Context: an optimization exercise on an open-source flow, tuned for small area and a short achievable clock period. The choices shown serve that exercise and are no tape-out recipe.
Where RTL was checked, it was by simulation tests only, not by an equivalence proof against the original.
No activity file was given, so power comes from the tool's default toggle rates.

Setup of quartz:
==> module adder, before the edit <==
module adder(
    input clk,
    input rst,
    input logic [INT_DATA_W-1:0] a,
    input logic [INT_DATA_W-1:0] b,
    input logic valid_i,
    output logic [INT_DATA_W-1:0] result,
    output logic valid_o
);
always_ff @(posedge clk) begin
    if(rst) begin
        result <= 'b0;
        valid_o <= 1'b0;
    end
    else begin
        valid_o <= valid_i;
        if(valid_i) begin
            result <= a+b;
        end
    end
end
endmodule
==> module subtractor, before the edit <==
module subtractor(
    input clk,
    input rst,
    input logic [INT_DATA_W-1:0] a,
    input logic [INT_DATA_W-1:0] b,
    input logic valid_i,
    output logic [INT_DATA_W-1:0] result,
    output logic valid_o
);
always_ff @(posedge clk) begin
    if(rst) begin
        result <= 'b0;
        valid_o <= 1'b0;
    end
    else begin
        valid_o <= valid_i;
        if(valid_i) begin
            result <= a-b;
        end
    end
end
endmodule
==> module divider, before the edit <==
module divider(
    input clk,
    input rst,
    input logic [INT_DATA_W-1:0] a,
    input logic [INT_DATA_W-1:0] b,
    input logic valid_i,
    output logic [INT_DATA_W-1:0] result,
    output logic busy
);
logic [2:0]  count_div;
logic [31:0] nd;         
logic [31:0] rem;
logic        dnz;
logic [31:0] r [0:4];
logic [31:0] q [0:4];
assign dnz = ~&nd;
function automatic logic [32:0] div_step(input logic [32:0] s, input logic [31:0] nd);
    logic [31:0] g, p, pp, diff;
    logic ge;
    p = s[31:0] ^ nd;
    g = s[31:0] & nd;
    g[0] = s[0] | nd[0];       
    pp = p;
    for (int l = 0; l < 5; l++)
        for (int i = 0; i < 32; i++)
            if (i & (1 << l)) begin
                g[i] = g[i] | (pp[i] & g[((i >> l) << l) - 1]);
                pp[i] = pp[i] & pp[((i >> l) << l) - 1];
            end
    diff = p ^ {g[30:0], 1'b1};
    ge = s[32] | g[31];
    div_step = {ge, ge ? diff : s[31:0]};
endfunction
always_comb begin
    r[0] = rem;
    q[0] = result;
    for (int j = 0; j < 4; j++) begin
        logic [32:0] st;
        logic ge;
        st = div_step({r[j], q[j][31]}, nd);
        ge = st[32] & dnz;
        r[j+1] = ge ? st[31:0] : {r[j][30:0], q[j][31]};
        q[j+1] = {q[j][30:0], ge};
    end
end
always_ff @(posedge clk) begin
    if (!busy) nd <= ~b;
    rem <= busy ? r[4] : 32'b0;
    count_div <= busy ? count_div + 3'd1 : 3'd0;
end
always_ff @(posedge clk) begin
    if(rst) begin
        result <= 'b0;
        busy <= 'b0;
    end
    else if (!busy) begin
        if (valid_i) begin
            result <= a;
            busy <= 1'b1;
        end
    end
    else begin
        result <= q[4];
        if (count_div == 3'b111) busy <= 1'b0;
    end
end
endmodule
==> flow/config.mk <==
export PLATFORM = sky130hd
export DESIGN_NAME = int_fu
export DESIGN_NICKNAME = int_fu
export VERILOG_FILES = /design/flow/design.v
export SDC_FILE = /design/flow/constraint.sdc
export NUM_CORES = 4
export LEC_CHECK = 0
export CAP_MARGIN = 20
export CORE_MARGIN = 2
export CORE_UTILIZATION = 60
export SLEW_MARGIN = 20
export SYNTH_HIERARCHICAL = 1
==> flow/constraint.sdc <==
create_clock -name core_clock -period 85.0 [get_ports {clk}]
set_input_delay 17.0000 -clock core_clock [delete_from_list [all_inputs] [get_ports {clk}]]
set_output_delay 17.0000 -clock core_clock [all_outputs]
set_load 0.01 [all_outputs]
standard.sh (not shown) runs the stock make flow with config.mk's settings and CLKGATE_MAP_FILE= SYNTH_SCRIPT=/design/flow/synth_recipe.tcl, a recipe that flattens the netlist after the stock synthesis.
==> flow/flow/run.sh <==
#!/bin/bash
# The standard layout, with the smallest buffer cell on the ports in place of
# the one buffer_ports picks by default, a clock tree of smaller buffers
# without dummy loads, and timing repair asked to reach a setup slack of
# SETUP_SLACK_MARGIN ns.
set -euo pipefail
export BUFFER_PORTS_ARGS="-buffer_cell sky130_fd_sc_hd__buf_1"
export CTS_ARGS="-sink_clustering_enable -repair_clock_nets -dont_use_dummy_load -buf_list sky130_fd_sc_hd__clkbuf_8 -sink_clustering_size 16 -sink_clustering_max_diameter 80"
bash standard.sh SETUP_SLACK_MARGIN=66 > standard.log 2>&1
Edits applied to the flow inputs when going from quartz to xenon:
--- a/flow/design.v
+++ b/flow/design.v
@@ -66,4 +66,18 @@
 /*verilator lint_off MULTITOP*/
 import general_defines::*;
+function automatic logic [31:0] add32(input logic [31:0] a, input logic [31:0] b, input logic cin);
+    logic [31:0] g, p, pp;
+    p = a ^ b;
+    g = a & b;
+    g[0] = g[0] | (p[0] & cin);
+    pp = p;
+    for (int l = 0; l < 5; l++)
+        for (int i = 0; i < 32; i++)
+            if (i & (1 << l)) begin
+                g[i] = g[i] | (pp[i] & g[((i >> l) << l) - 1]);
+                pp[i] = pp[i] & pp[((i >> l) << l) - 1];
+            end
+    add32 = p ^ {g[30:0], cin};
+endfunction
 module adder(
     input clk,
@@ -83,5 +97,5 @@
         valid_o <= valid_i;
         if(valid_i) begin
-            result <= a+b;
+            result <= add32(a, b, 1'b0);
         end
     end
@@ -105,5 +119,5 @@
         valid_o <= valid_i;
         if(valid_i) begin
-            result <= a-b;
+            result <= add32(a, ~b, 1'b1);
         end
     end
@@ -645,5 +659,5 @@
     diff = p ^ {g[30:0], 1'b1};
     ge = s[32] | g[31];
-    div_step = {ge, ge ? diff : s[31:0]};
+    div_step = {ge, diff};
 endfunction
 always_comb begin
Looking at the reports, quartz completed the entire flow and the layout it produced met the timing, design-rule and antenna checks.
xenon reached the final stage; the timing, design-rule and antenna checks on its layout passed.
Between quartz and xenon, the proportion of cell area spent on the clock network figures differ only marginally.
As of xenon, footprint of the multi-input gates had fallen by a few percent compared to quartz.
Sort quartz and xenon by total global-route track usage, descending, and quartz comes first.
Compared with quartz, xenon shows a lower maximum frequency.
xenon ended with more critical path depth than quartz.


RTL: one of the versions met above, not the one the previous note started from.
For scale: ~2500 cells after synthesis, about 260 flip-flops.
Design int_fu, start of the top module:
module int_fu (
    input  logic                  clk,
    input  logic                  rst,
    input  logic [INT_DATA_W-1:0] add_a,
    input  logic [INT_DATA_W-1:0] add_b,
    input  logic                  add_valid_i,
    output logic [INT_DATA_W-1:0] add_result,
    output logic                  add_valid_o,
    input  logic [INT_DATA_W-1:0] sub_a,
    input  logic [INT_DATA_W-1:0] sub_b,
    input  logic                  sub_valid_i,
    output logic [INT_DATA_W-1:0] sub_result,
    output logic                  sub_valid_o,
    input  logic [INT_DATA_W-1:0] mul_a,
    input  logic [INT_DATA_W-1:0] mul_b,
    input  logic                  mul_valid_i,
    output logic [INT_DATA_W-1:0] mul_result,
    output logic                  mul_busy,
    input  logic [INT_DATA_W-1:0] div_a,
    input  logic [INT_DATA_W-1:0] div_b,
    input  logic                  div_valid_i,
    output logic [INT_DATA_W-1:0] div_result,
    output logic                  div_busy
);
Settings: LEC_CHECK=0, CAP_MARGIN=20, CORE_MARGIN=2, CORE_UTILIZATION=60, SLEW_MARGIN=20, SYNTH_HIERARCHICAL=1; clock period 85.0 ns.
==> flow/flow/run.sh <==
#!/bin/bash
# The standard layout, with the smallest buffer cell on the ports in place of
# the one buffer_ports picks by default, a clock tree of smaller buffers
# without dummy loads, and timing repair asked to reach a setup slack of
# SETUP_SLACK_MARGIN ns.
set -euo pipefail
export BUFFER_PORTS_ARGS="-buffer_cell sky130_fd_sc_hd__buf_1"
export CTS_ARGS="-sink_clustering_enable -repair_clock_nets -dont_use_dummy_load -buf_list sky130_fd_sc_hd__clkbuf_8 -sink_clustering_size 14 -sink_clustering_max_diameter 70"
bash standard.sh SETUP_SLACK_MARGIN=65.7 > standard.log 2>&1
Next try:
--- a/flow/design.v
+++ b/flow/design.v
@@ -64,21 +64,27 @@
     } bypass_entry_t;
 endpackage
 /*verilator lint_off MULTITOP*/
 import general_defines::*;
 function automatic logic [31:0] add32(input logic [31:0] a, input logic [31:0] b, input logic cin);
-    logic [31:0] g, p, pp;
+    logic [31:0] g, p, pp, g2, pp2;
     p = a ^ b;
     g = a & b;
     g[0] = g[0] | (p[0] & cin);
     pp = p;
-    for (int l = 0; l < 5; l++)
-        for (int i = 0; i < 32; i++)
+    for (int i = 1; i < 32; i += 2) begin
+        g[i] = g[i] | (pp[i] & g[i - 1]);
+        pp[i] = pp[i] & pp[i - 1];
+    end
+    for (int l = 1; l < 5; l++)
+        for (int i = 1; i < 32; i += 2)
             if (i & (1 << l)) begin
                 g[i] = g[i] | (pp[i] & g[((i >> l) << l) - 1]);
                 pp[i] = pp[i] & pp[((i >> l) << l) - 1];
             end
+    for (int i = 2; i < 32; i += 2)
+        g[i] = g[i] | (pp[i] & g[i - 1]);
     add32 = p ^ {g[30:0], cin};
 endfunction
 module adder(
     input clk,
     input rst,
Outcome: The changed run went through all stages and came out clean; routed wire length shrinks by 0.37%; utilization shrinks by 0.50 points; sequential share of layout area grows by 0.34 points; via count shrinks by 4.1%; sequential power barely changes; power grows by 7.5%; synthesized cell count shrinks by 3.2%; synthesized area shrinks by 1.4%; clock power shrinks by 6.3%.
Only the layout flow was run in the second run of this note; the RTL was not checked for function there.

## what the ideal ports hide
The flow's constraints put no driver on any port. The routed layouts listed below were extracted and timed again, unchanged, in two steps. Step 1 sets driving cells, clkbuf_16 on the clock port and buf_2 on the other inputs (assumed; they add their load-dependent delay and slew). Step 2, shift: input delay + t, output delay - t, t = (earliest + latest rising clock arrival at the registers) / 2. This alone moves slack from input paths to output paths. a / b / c = ideal ports / drivers / drivers and shift; a / b = the first two.
run | t, ns | slack for setup (ns) | pins driven straight from the clock port
quartz | 0.643 | 66.220 / 66.126 / 65.484 | 1
xenon | 0.652 | 66.068 / 66.092 / 65.440 | 1
the first run of note 2 | 0.668 | 66.009 / 66.029 / 65.361 | 1
the second run of note 2 | 0.637 | 65.841 / 65.869 / 65.231 | 1
After both steps setup and hold are still met in every run listed. The setup slack of quartz, which loses most, moves by -0.094 ns with the drivers and by -0.736 ns with both steps.
